This design comes from an exercise in tuning for small area on the open sky130 flow, not from production work. In this exercise RTL edits were held to simulation tests only and were not proved equivalent to the original.

==> v2: inputs <==
==> flow/design.v <==
`timescale 1ns / 1ps
module LCA_32(
    input [31:0] g,
    input [31:0] t,
    input C0,
    output [32:0] c
    );
    wire [7:0] G, P;
    assign c[0] = C0;
    genvar i, j;
    generate
        for (j = 0; j < 8; j = j + 1) begin : grp
            assign G[j] = g[4*j+3] | (t[4*j+3] & g[4*j+2]) | (t[4*j+3] & t[4*j+2] & g[4*j+1])
                        | (t[4*j+3] & t[4*j+2] & t[4*j+1] & g[4*j]);
            assign P[j] = t[4*j+3] & t[4*j+2] & t[4*j+1] & t[4*j];
            for (i = 0; i < 3; i = i + 1) begin : b
                assign c[4*j+i+1] = g[4*j+i] | (t[4*j+i] & c[4*j+i]);
            end
        end
    endgenerate
    wire G10 = G[1] | (P[1] & G[0]);
    wire P10 = P[1] & P[0];
    wire G32 = G[3] | (P[3] & G[2]);
    wire P32 = P[3] & P[2];
    wire G54 = G[5] | (P[5] & G[4]);
    wire P54 = P[5] & P[4];
    wire G76 = G[7] | (P[7] & G[6]);
    wire P76 = P[7] & P[6];
    assign c[4]  = G[0] | (P[0] & c[0]);
    assign c[8]  = G10 | (P10 & c[0]);
    assign c[12] = G[2] | (P[2] & c[8]);
    assign c[16] = G32 | (P32 & c[8]);
    assign c[20] = G[4] | (P[4] & c[16]);
    assign c[24] = G54 | (P54 & c[16]);
    assign c[28] = G[6] | (P[6] & c[24]);
    assign c[32] = G76 | (P76 & c[24]);
endmodule
`timescale 1ns / 1ps
module ALU(
    input op_add,
    input op_sub,
    input op_and,
    input op_or,
    input op_xor,
    input op_nor,
    input op_sltu,
    input op_sll,
    input [31:0] A,
    input [31:0] B,
    output [31:0] F,
    output ZF,
    output OF
    );
    wire sub = op_sub | op_sltu;
    wire arith = op_add | op_sub;
    wire [31:0] Bx = B ^ {32{sub}};
    wire [31:0] g = A & Bx;
    wire [31:0] t = A | Bx;
    wire [31:0] p = A ^ Bx;
    wire [32:0] c;
    LCA_32 carry(.g(g), .t(t), .C0(sub), .c(c));
    wire big = |A[31:5];
    wire [31:0] s0 = A[0] ? {B[30:0], 1'b0} : B;
    wire [31:0] s1 = A[1] ? {s0[29:0], 2'b0} : s0;
    wire [31:0] s2 = A[2] ? {s1[27:0], 4'b0} : s1;
    wire [31:0] s3 = A[3] ? {s2[23:0], 8'b0} : s2;
    wire shen = op_sll & ~big;
    wire sh16 = shen & A[4];
    wire sh00 = shen & ~A[4];
    wire [31:0] s4 = ({32{sh16}} & {s3[15:0], 16'b0}) | ({32{sh00}} & s3);
    wire xa = arith | op_xor;
    assign F = ({32{xa}} & (p ^ ({32{arith}} & c[31:0])))
             | ({32{op_and}} & g) | ({32{op_or}} & t) | ({32{op_nor}} & ~t)
             | s4 | {31'd0, op_sltu & ~c[32]};
    assign OF = arith & (A[31] == Bx[31]) & (p[31] ^ c[31] ^ A[31]);
    assign ZF = ~|F;
endmodule
`timescale 1ns / 1ps
module rf_sel3(
    input s0, input d0,
    input s1, input d1,
    input s2, input d2,
    output y
    );
    assign y = ~((s0 & d0) | (s1 & d1) | (s2 & d2));
endmodule
module rf_join(
    input [9:0] y,
    input s31, input d31,
    output o
    );
    assign o = ~(&y) | (s31 & d31);
endmodule
module RegisterFile(
    input [4:0] R_Addr_A,
    input [4:0] R_Addr_B,
    input [4:0] W_Addr,
    input [31:0] W_Data,
    input reset,
    input clk,
    input Write_Reg,
    output [31:0] R_Data_A,
    output [31:0] R_Data_B
    );
    reg [31:1] valid;
    wire [3:0] alo = 4'd1 << R_Addr_A[1:0];
    wire [7:0] ahi = 8'd1 << R_Addr_A[4:2];
    wire [3:0] blo = 4'd1 << R_Addr_B[1:0];
    wire [7:0] bhi = 8'd1 << R_Addr_B[4:2];
    wire [3:0] wlo = 4'd1 << W_Addr[1:0];
    wire [7:0] whi = Write_Reg ? (8'd1 << W_Addr[4:2]) : 8'd0;
    wire [31:0] wsel, asel, bsel;
    genvar i, k;
    generate
        for (i = 0; i < 32; i = i + 1) begin : dec
            if (i == 0) begin
                assign wsel[0] = 1'b0;
                assign asel[0] = 1'b0;
                assign bsel[0] = 1'b0;
            end else begin
                assign wsel[i] = wlo[i % 4] & whi[i / 4];
                assign asel[i] = alo[i % 4] & ahi[i / 4] & valid[i];
                assign bsel[i] = blo[i % 4] & bhi[i / 4] & valid[i];
            end
        end
    endgenerate
    always @(posedge clk or posedge reset) begin
        if (reset)
            valid <= 31'd0;
        else
            valid <= valid | wsel[31:1];
    end
    wire [31:0] q [1:31];
    generate
        for (i = 1; i < 32; i = i + 1) begin : r
            reg [31:0] d;
            always @(posedge clk)
                if (wsel[i])
                    d <= W_Data;
            assign q[i] = d;
        end
        for (k = 0; k < 32; k = k + 1) begin : bt
            wire [9:0] ya, yb;
            for (i = 0; i < 10; i = i + 1) begin : g
                rf_sel3 ua(.s0(asel[3*i+1]), .d0(q[3*i+1][k]),
                           .s1(asel[3*i+2]), .d1(q[3*i+2][k]),
                           .s2(asel[3*i+3]), .d2(q[3*i+3][k]), .y(ya[i]));
                rf_sel3 ub(.s0(bsel[3*i+1]), .d0(q[3*i+1][k]),
                           .s1(bsel[3*i+2]), .d1(q[3*i+2][k]),
                           .s2(bsel[3*i+3]), .d2(q[3*i+3][k]), .y(yb[i]));
            end
            rf_join ja(.y(ya), .s31(asel[31]), .d31(q[31][k]), .o(R_Data_A[k]));
            rf_join jb(.y(yb), .s31(bsel[31]), .d31(q[31][k]), .o(R_Data_B[k]));
        end
    endgenerate
endmodule
`timescale 1ns / 1ps
module decode(
    input [5:0] OP,
    input [5:0] func,
    output op_add,
    output op_sub,
    output op_and,
    output op_or,
    output op_xor,
    output op_nor,
    output op_sltu,
    output op_sll,
    output Write_Wire
    );
    wire r = (OP == 6'b000000);
    assign op_add  = r & (func == 6'b100000);
    assign op_sub  = r & (func == 6'b100010);
    assign op_and  = r & (func == 6'b100100);
    assign op_or   = r & (func == 6'b100101);
    assign op_xor  = r & (func == 6'b100110);
    assign op_nor  = r & (func == 6'b100111);
    assign op_sltu = r & (func == 6'b101011);
    assign op_sll  = r & (func == 6'b000100);
    assign Write_Wire = op_add | op_sub | op_and | op_or | op_xor | op_nor | op_sltu | op_sll;
endmodule
`timescale 1ns / 1ps
module pc_ha(
    input a,
    input b,
    output s,
    output c
    );
    assign s = a ^ b;
    assign c = a & b;
endmodule
module fetch(
    input clk,
    input reset,
    output [31:0] PC
    );
    reg [31:2] q;
    wire [31:2] n;
    wire [32:3] t;
    assign n[2] = ~q[2];
    assign t[3] = q[2];
    genvar i;
    generate
        for (i = 3; i < 31; i = i + 1) begin : inc
            pc_ha h(.a(q[i]), .b(t[i]), .s(n[i]), .c(t[i+1]));
        end
    endgenerate
    assign n[31] = q[31] ^ t[31];
    always @(posedge clk or posedge reset) begin
        if (reset)
            q <= 30'd0;
        else
            q <= n;
    end
    assign PC = {q, 2'b00};
endmodule
`timescale 1ns / 1ps
module R_CPU(
    input clk,
    input reset,
    input [31:0] Inst_code,
    output [31:0] PC,
    output [31:0] ALU_F,
    output OF,
    output ZF
    );
    wire [4:0] rs = Inst_code[25:21];
    wire [4:0] rt = Inst_code[20:16];
    wire [4:0] rd = Inst_code[15:11];
    wire [31:0] A, B, F;
    wire op_add, op_sub, op_and, op_or, op_xor, op_nor, op_sltu, op_sll, wr;
    fetch fetch_inst(.clk(clk), .reset(reset), .PC(PC));
    decode decode_inst(
        .OP(Inst_code[31:26]), .func(Inst_code[5:0]),
        .op_add(op_add), .op_sub(op_sub), .op_and(op_and), .op_or(op_or),
        .op_xor(op_xor), .op_nor(op_nor), .op_sltu(op_sltu), .op_sll(op_sll),
        .Write_Wire(wr)
    );
    RegisterFile RF_inst(
        .R_Addr_A(rs), .R_Addr_B(rt), .W_Addr(rd), .W_Data(F),
        .reset(reset), .clk(clk), .Write_Reg(wr),
        .R_Data_A(A), .R_Data_B(B)
    );
    ALU ALU_inst(
        .op_add(op_add), .op_sub(op_sub), .op_and(op_and), .op_or(op_or),
        .op_xor(op_xor), .op_nor(op_nor), .op_sltu(op_sltu), .op_sll(op_sll),
        .A(A), .B(B), .F(F), .OF(OF), .ZF(ZF)
    );
    assign ALU_F = F;
endmodule
==> flow/flow/run.sh <==
#!/bin/bash
# Layout flow: the standard ORFS flow with these changes:
#  - synthesis (flow/synth.tcl, synth_recipe.tcl with two changes) first turns
#    the instances of the modules in flow/cellmap.v into the standard cells
#    given there, then maps the rest of the combinational logic with the
#    area-oriented ABC script flow/abc.script; it does not pre-map full/half
#    adders (ADDER_MAP_FILE empty);
#  - the ORFS variables in flow/make_vars (one NAME=value per line) are set
#    for every step: clock tree arguments (small buffers, small sink clusters,
#    no dummy loads) and the port buffer cell.
# Each tool's output goes to a log file in this folder.
set -euo pipefail
W=$(pwd)
export MY_ABC_SCRIPT=$W/flow/abc.script
export MY_CELLMAP=$W/flow/cellmap.v
VARS=()
while IFS= read -r line; do
    [[ -z "$line" || "$line" == \#* ]] && continue
    VARS+=("$line")
done < $W/flow/make_vars
make -C "$FLOW_HOME" DESIGN_CONFIG=$W/config.mk WORK_HOME=$W/orfs CLKGATE_MAP_FILE= \
    SYNTH_SCRIPT=$W/flow/synth.tcl ADDER_MAP_FILE= synth > $W/synth.log 2>&1
make -C "$FLOW_HOME" DESIGN_CONFIG=$W/config.mk WORK_HOME=$W/orfs CLKGATE_MAP_FILE= \
    SYNTH_SCRIPT=$W/flow/synth.tcl ADDER_MAP_FILE= "${VARS[@]}" \
    finish > $W/layout.log 2>&1
R=$W/orfs/results/sky130hd/R_CPU/base
: # left out here: write the final layout as DEF
==> flow/flow/abc.script <==
&get -n
&st
&dch
&nf -R 1000
&put
==> flow/flow/cellmap.v <==
// Maps each rf_sel3 instance to one sky130 a222oi cell, which computes the
// same function: Y = !((A1 & A2) | (B1 & B2) | (C1 & C2)).
module rf_sel3(input s0, input d0, input s1, input d1, input s2, input d2, output y);
    sky130_fd_sc_hd__a222oi_1 _TECHMAP_REPLACE_ (
        .A1(d0), .A2(s0), .B1(d1), .B2(s1), .C1(d2), .C2(s2), .Y(y));
endmodule

// Maps each rf_join instance to four NANDs and an OR:
// o = !(y0&y1&y2&y3) | !(y4&y5&y6&y7) | !(y8 & y9 & !(s31&d31)).
module rf_join(input [9:0] y, input s31, input d31, output o);
    wire n31, t0, t1, t2;
    sky130_fd_sc_hd__nand2_1 u31 (.A(s31), .B(d31), .Y(n31));
    sky130_fd_sc_hd__nand4_1 u0 (.A(y[0]), .B(y[1]), .C(y[2]), .D(y[3]), .Y(t0));
    sky130_fd_sc_hd__nand4_1 u1 (.A(y[4]), .B(y[5]), .C(y[6]), .D(y[7]), .Y(t1));
    sky130_fd_sc_hd__nand3_1 u2 (.A(y[8]), .B(y[9]), .C(n31), .Y(t2));
    sky130_fd_sc_hd__or3_1 _TECHMAP_REPLACE_ (.A(t0), .B(t1), .C(t2), .X(o));
endmodule

// Maps each pc_ha instance to one sky130 half adder: SUM = A ^ B, COUT = A & B.
module pc_ha(input a, input b, output s, output c);
    sky130_fd_sc_hd__ha_1 _TECHMAP_REPLACE_ (.A(a), .B(b), .SUM(s), .COUT(c));
endmodule
==> flow/flow/make_vars <==
CTS_ARGS=-sink_clustering_enable -repair_clock_nets -dont_use_dummy_load -buf_list {sky130_fd_sc_hd__clkbuf_4} -sink_clustering_size 8 -sink_clustering_max_diameter 45
BUFFER_PORTS_ARGS=-buffer_cell sky130_fd_sc_hd__buf_1
==> flow/flow/synth.tcl <==
# The standard flow's synthesis (synth_recipe.tcl) with two changes: the instances of the
# modules in the file named by MY_CELLMAP are mapped to the standard cells given
# there before synthesis starts, and the ABC script that maps the rest of the
# combinational logic is the one in the file named by MY_ABC_SCRIPT.
set ::cellmap_done 0
proc synth {args} {
  if { !$::cellmap_done } {
    yosys techmap -map $::env(MY_CELLMAP)
    set ::cellmap_done 1
  }
  yosys synth -nofsm -noshare {*}$args
}
proc abc {args} {
  set i [lsearch -exact $args -script]
  if { $i >= 0 } {
    set args [lreplace $args [expr {$i + 1}] [expr {$i + 1}] $::env(MY_ABC_SCRIPT)]
  }
  set j [lsearch -exact $args -D]
  if { $j >= 0 } {
    set args [lreplace $args $j [expr {$j + 1}]]
  }
  yosys abc {*}$args
}
source $::env(SCRIPTS_DIR)/synth.tcl
# left out here: clear keep_hierarchy, flatten, clean up, hide names made inside functions, write 1_2_yosys.v
==> flow/standard.sh <==
#!/bin/bash
# synth_recipe.tcl (not shown) runs the flow's synth.tcl, then flattens the netlist and writes it again
# the make line also repeats each setting of config.mk as NAME=value (left out here)
make -C /OpenROAD-flow-scripts/flow DESIGN_CONFIG=/design/flow/config.mk WORK_HOME=/design/flow/orfs CLKGATE_MAP_FILE= SYNTH_SCRIPT=/design/flow/synth_recipe.tcl "${@:-finish}"
==> flow/config.mk <==
export PLATFORM = sky130hd
export DESIGN_NAME = R_CPU
export DESIGN_NICKNAME = R_CPU
export VERILOG_FILES = /design/flow/design.v
export SDC_FILE = /design/flow/constraint.sdc
export NUM_CORES = 4
export LEC_CHECK = 0
export ABC_CLOCK_PERIOD_IN_PS = 10000
export CAP_MARGIN = 20
export CORE_MARGIN = 2
export CORE_UTILIZATION = 55
export SLEW_MARGIN = 20
==> flow/constraint.sdc <==
create_clock -name core_clock -period 14.0 [get_ports {clk}]
set_input_delay 2.8000 -clock core_clock [delete_from_list [all_inputs] [get_ports {clk}]]
set_output_delay 2.8000 -clock core_clock [all_outputs]
set_load 0.01 [all_outputs]
==> v3: changes against v2 <==
--- a/flow/design.v
+++ b/flow/design.v
@@ -69,8 +69,12 @@
     wire sh00 = shen & ~A[4];
     wire [31:0] s4 = ({32{sh16}} & {s3[15:0], 16'b0}) | ({32{sh00}} & s3);
     wire xa = arith | op_xor;
-    assign F = ({32{xa}} & (p ^ ({32{arith}} & c[31:0])))
-             | ({32{op_and}} & g) | ({32{op_or}} & t) | ({32{op_nor}} & ~t)
+    wire l00 = op_nor;
+    wire l01 = op_or | xa;
+    wire l10 = op_or | xa;
+    wire l11 = op_and | op_or;
+    wire [31:0] lg = (~A & ~Bx & {32{l00}}) | (~A & Bx & {32{l01}}) | (A & ~Bx & {32{l10}}) | (A & Bx & {32{l11}});
+    assign F = (lg ^ ({32{arith}} & c[31:0]))
              | s4 | {31'd0, op_sltu & ~c[32]};
     assign OF = arith & (A[31] == Bx[31]) & (p[31] ^ c[31] ^ A[31]);
     assign ZF = ~|F;
@@ -83,6 +87,18 @@
     output y
     );
     assign y = ~((s0 & d0) | (s1 & d1) | (s2 & d2));
+endmodule
+module rf_sel_and3(
+    input a, input b, input c,
+    output y
+    );
+    assign y = a & b & c;
+endmodule
+module rf_sel_and2(
+    input a, input b,
+    output y
+    );
+    assign y = a & b;
 endmodule
 module rf_join(
     input [9:0] y,
@@ -118,9 +134,9 @@
                 assign asel[0] = 1'b0;
                 assign bsel[0] = 1'b0;
             end else begin
-                assign wsel[i] = wlo[i % 4] & whi[i / 4];
-                assign asel[i] = alo[i % 4] & ahi[i / 4] & valid[i];
-                assign bsel[i] = blo[i % 4] & bhi[i / 4] & valid[i];
+                rf_sel_and2 dw(.a(wlo[i % 4]), .b(whi[i / 4]), .y(wsel[i]));
+                rf_sel_and3 da(.a(alo[i % 4]), .b(ahi[i / 4]), .c(valid[i]), .y(asel[i]));
+                rf_sel_and3 db(.a(blo[i % 4]), .b(bhi[i / 4]), .c(valid[i]), .y(bsel[i]));
             end
         end
     endgenerate
--- a/flow/flow/cellmap.v
+++ b/flow/flow/cellmap.v
@@ -20,3 +20,13 @@
 module pc_ha(input a, input b, output s, output c);
     sky130_fd_sc_hd__ha_1 _TECHMAP_REPLACE_ (.A(a), .B(b), .SUM(s), .COUT(c));
 endmodule
+
+// Maps each register select to one AND cell strong enough to drive its
+// 32 loads: Y = A & B & C, Y = A & B.
+module rf_sel_and3(input a, input b, input c, output y);
+    sky130_fd_sc_hd__and3_2 _TECHMAP_REPLACE_ (.A(a), .B(b), .C(c), .X(y));
+endmodule
+
+module rf_sel_and2(input a, input b, output y);
+    sky130_fd_sc_hd__and2_2 _TECHMAP_REPLACE_ (.A(a), .B(b), .X(y));
+endmodule
==> flow/flow/make_vars (replaced) <==
CTS_ARGS=-sink_clustering_enable -repair_clock_nets -dont_use_dummy_load -buf_list {sky130_fd_sc_hd__clkbuf_4} -sink_clustering_size 9 -sink_clustering_max_diameter 45
BUFFER_PORTS_ARGS=-buffer_cell sky130_fd_sc_hd__buf_1
--- a/flow/flow/synth.tcl
+++ b/flow/flow/synth.tcl
@@ -1,7 +1,8 @@
 # The standard flow's synthesis (synth_recipe.tcl) with two changes: the instances of the
 # modules in the file named by MY_CELLMAP are mapped to the standard cells given
 # there before synthesis starts, and the ABC script that maps the rest of the
-# combinational logic is the one in the file named by MY_ABC_SCRIPT.
+# combinational logic is the one in the file named by MY_ABC_SCRIPT, run without
+# a delay target.
 set ::cellmap_done 0
 proc synth {args} {
   if { !$::cellmap_done } {
==> v7: changes against v2 <==
--- a/flow/design.v
+++ b/flow/design.v
@@ -36,6 +36,19 @@
     assign c[32] = G76 | (P76 & c[24]);
 endmodule
 `timescale 1ns / 1ps
+module zf_nor32(
+    input [31:0] x,
+    output z
+    );
+    assign z = ~|x;
+endmodule
+module alu_or2(
+    input a,
+    input b,
+    output y
+    );
+    assign y = a | b;
+endmodule
 module ALU(
     input op_add,
     input op_sub,
@@ -69,11 +82,18 @@
     wire sh00 = shen & ~A[4];
     wire [31:0] s4 = ({32{sh16}} & {s3[15:0], 16'b0}) | ({32{sh00}} & s3);
     wire xa = arith | op_xor;
-    assign F = ({32{xa}} & (p ^ ({32{arith}} & c[31:0])))
-             | ({32{op_and}} & g) | ({32{op_or}} & t) | ({32{op_nor}} & ~t)
-             | s4 | {31'd0, op_sltu & ~c[32]};
+    wire l00 = op_nor;
+    wire l01 = op_or | xa;
+    wire l10 = op_or | xa;
+    wire l11 = op_and | op_or;
+    wire [31:0] lg = (~A & ~Bx & {32{l00}}) | (~A & Bx & {32{l01}}) | (A & ~Bx & {32{l10}}) | (A & Bx & {32{l11}});
+    wire [31:0] u = (lg ^ ({32{arith}} & c[31:0])) | {31'd0, op_sltu & ~c[32]};
+    genvar m;
+    generate for (m = 0; m < 32; m = m + 1) begin : fo
+        alu_or2 o(.a(u[m]), .b(s4[m]), .y(F[m]));
+    end endgenerate
     assign OF = arith & (A[31] == Bx[31]) & (p[31] ^ c[31] ^ A[31]);
-    assign ZF = ~|F;
+    zf_nor32 zf(.x(F), .z(ZF));
 endmodule
 `timescale 1ns / 1ps
 module rf_sel3(
@@ -83,6 +103,18 @@
     output y
     );
     assign y = ~((s0 & d0) | (s1 & d1) | (s2 & d2));
+endmodule
+module rf_sel_and3(
+    input a, input b, input c,
+    output y
+    );
+    assign y = a & b & c;
+endmodule
+module rf_sel_and2(
+    input a, input b,
+    output y
+    );
+    assign y = a & b;
 endmodule
 module rf_join(
     input [9:0] y,
@@ -118,9 +150,9 @@
                 assign asel[0] = 1'b0;
                 assign bsel[0] = 1'b0;
             end else begin
-                assign wsel[i] = wlo[i % 4] & whi[i / 4];
-                assign asel[i] = alo[i % 4] & ahi[i / 4] & valid[i];
-                assign bsel[i] = blo[i % 4] & bhi[i / 4] & valid[i];
+                rf_sel_and2 dw(.a(wlo[i % 4]), .b(whi[i / 4]), .y(wsel[i]));
+                rf_sel_and3 da(.a(alo[i % 4]), .b(ahi[i / 4]), .c(valid[i]), .y(asel[i]));
+                rf_sel_and3 db(.a(blo[i % 4]), .b(bhi[i / 4]), .c(valid[i]), .y(bsel[i]));
             end
         end
     endgenerate
--- a/flow/flow/cellmap.v
+++ b/flow/flow/cellmap.v
@@ -20,3 +20,33 @@
 module pc_ha(input a, input b, output s, output c);
     sky130_fd_sc_hd__ha_1 _TECHMAP_REPLACE_ (.A(a), .B(b), .SUM(s), .COUT(c));
 endmodule
+
+// Maps each register select to one AND cell strong enough to drive its
+// 32 loads: Y = A & B & C, Y = A & B.
+module rf_sel_and3(input a, input b, input c, output y);
+    sky130_fd_sc_hd__and3_2 _TECHMAP_REPLACE_ (.A(a), .B(b), .C(c), .X(y));
+endmodule
+
+module rf_sel_and2(input a, input b, output y);
+    sky130_fd_sc_hd__and2_2 _TECHMAP_REPLACE_ (.A(a), .B(b), .X(y));
+endmodule
+
+// Maps the zero flag to a balanced tree: eight NOR4s, two NAND4s, one NOR2.
+module zf_nor32(input [31:0] x, output z);
+    wire [7:0] m;
+    wire [1:0] n;
+    genvar j;
+    generate
+        for (j = 0; j < 8; j = j + 1) begin : l1
+            sky130_fd_sc_hd__nor4_1 u (.A(x[4*j]), .B(x[4*j+1]), .C(x[4*j+2]), .D(x[4*j+3]), .Y(m[j]));
+        end
+    endgenerate
+    sky130_fd_sc_hd__nand4_1 n0 (.A(m[0]), .B(m[1]), .C(m[2]), .D(m[3]), .Y(n[0]));
+    sky130_fd_sc_hd__nand4_1 n1 (.A(m[4]), .B(m[5]), .C(m[6]), .D(m[7]), .Y(n[1]));
+    sky130_fd_sc_hd__nor2_1 _TECHMAP_REPLACE_ (.A(n[0]), .B(n[1]), .Y(z));
+endmodule
+
+// Maps each final result OR to an OR2 strong enough for the write-data net.
+module alu_or2(input a, input b, output y);
+    sky130_fd_sc_hd__or2_2 _TECHMAP_REPLACE_ (.A(a), .B(b), .X(y));
+endmodule
==> flow/flow/make_vars (replaced) <==
CTS_ARGS=-sink_clustering_enable -repair_clock_nets -dont_use_dummy_load -buf_list {sky130_fd_sc_hd__clkbuf_4} -sink_clustering_size 9 -sink_clustering_max_diameter 45
BUFFER_PORTS_ARGS=-buffer_cell sky130_fd_sc_hd__buf_1
--- a/flow/flow/synth.tcl
+++ b/flow/flow/synth.tcl
@@ -1,7 +1,8 @@
 # The standard flow's synthesis (synth_recipe.tcl) with two changes: the instances of the
 # modules in the file named by MY_CELLMAP are mapped to the standard cells given
 # there before synthesis starts, and the ABC script that maps the rest of the
-# combinational logic is the one in the file named by MY_ABC_SCRIPT.
+# combinational logic is the one in the file named by MY_ABC_SCRIPT, run without
+# a delay target.
 set ::cellmap_done 0
 proc synth {args} {
   if { !$::cellmap_done } {
==> notes <==
Die area: v7 > v2 > v3.
First-iteration DRC count: v7 is higher than v2 (7.4%).
Global-route usage: v3 < v7 < v2.
Between v3 and v2, the lower synthesized area is in v3 (gap about 0.47%, measured against v2).
Synthesized cell count: v7 is higher than v3 (1.7%).
Sequential share of layout area, lowest first: v2, v7, v3.

[port drivers added, routing unchanged]
No port has a modelled driver above. Below, the same layouts with a new extraction and two added sets of constraints. Step 1 (the two cells are an assumption about what drives the block):
set clk [get_ports {clk}]
set_driving_cell -lib_cell sky130_fd_sc_hd__clkbuf_16 $clk
set_driving_cell -lib_cell sky130_fd_sc_hd__buf_2 [delete_from_list [all_inputs] $clk]
Step 2 times the ports against the registers' clock, not the clock port: input delays grow and output delays shrink by t, the midpoint of the rising clock arrivals with the driver on. Slacks: ideal / step 1 / step 2; pairs: ideal / step 1.
run	t, ns	setup slack, ns	cell pins on the clock port's net
v2	1.091	0.636 / 0.613 / 0.613	1
v3	1.043	0.508 / 0.483 / 0.483	1
v7	1.030	0.818 / 0.796 / 0.796	1
After both steps setup and hold are still met in every run listed. For v3, which loses most, drivers alone change the setup slack by -0.025 ns; drivers and shift together by -0.025 ns.
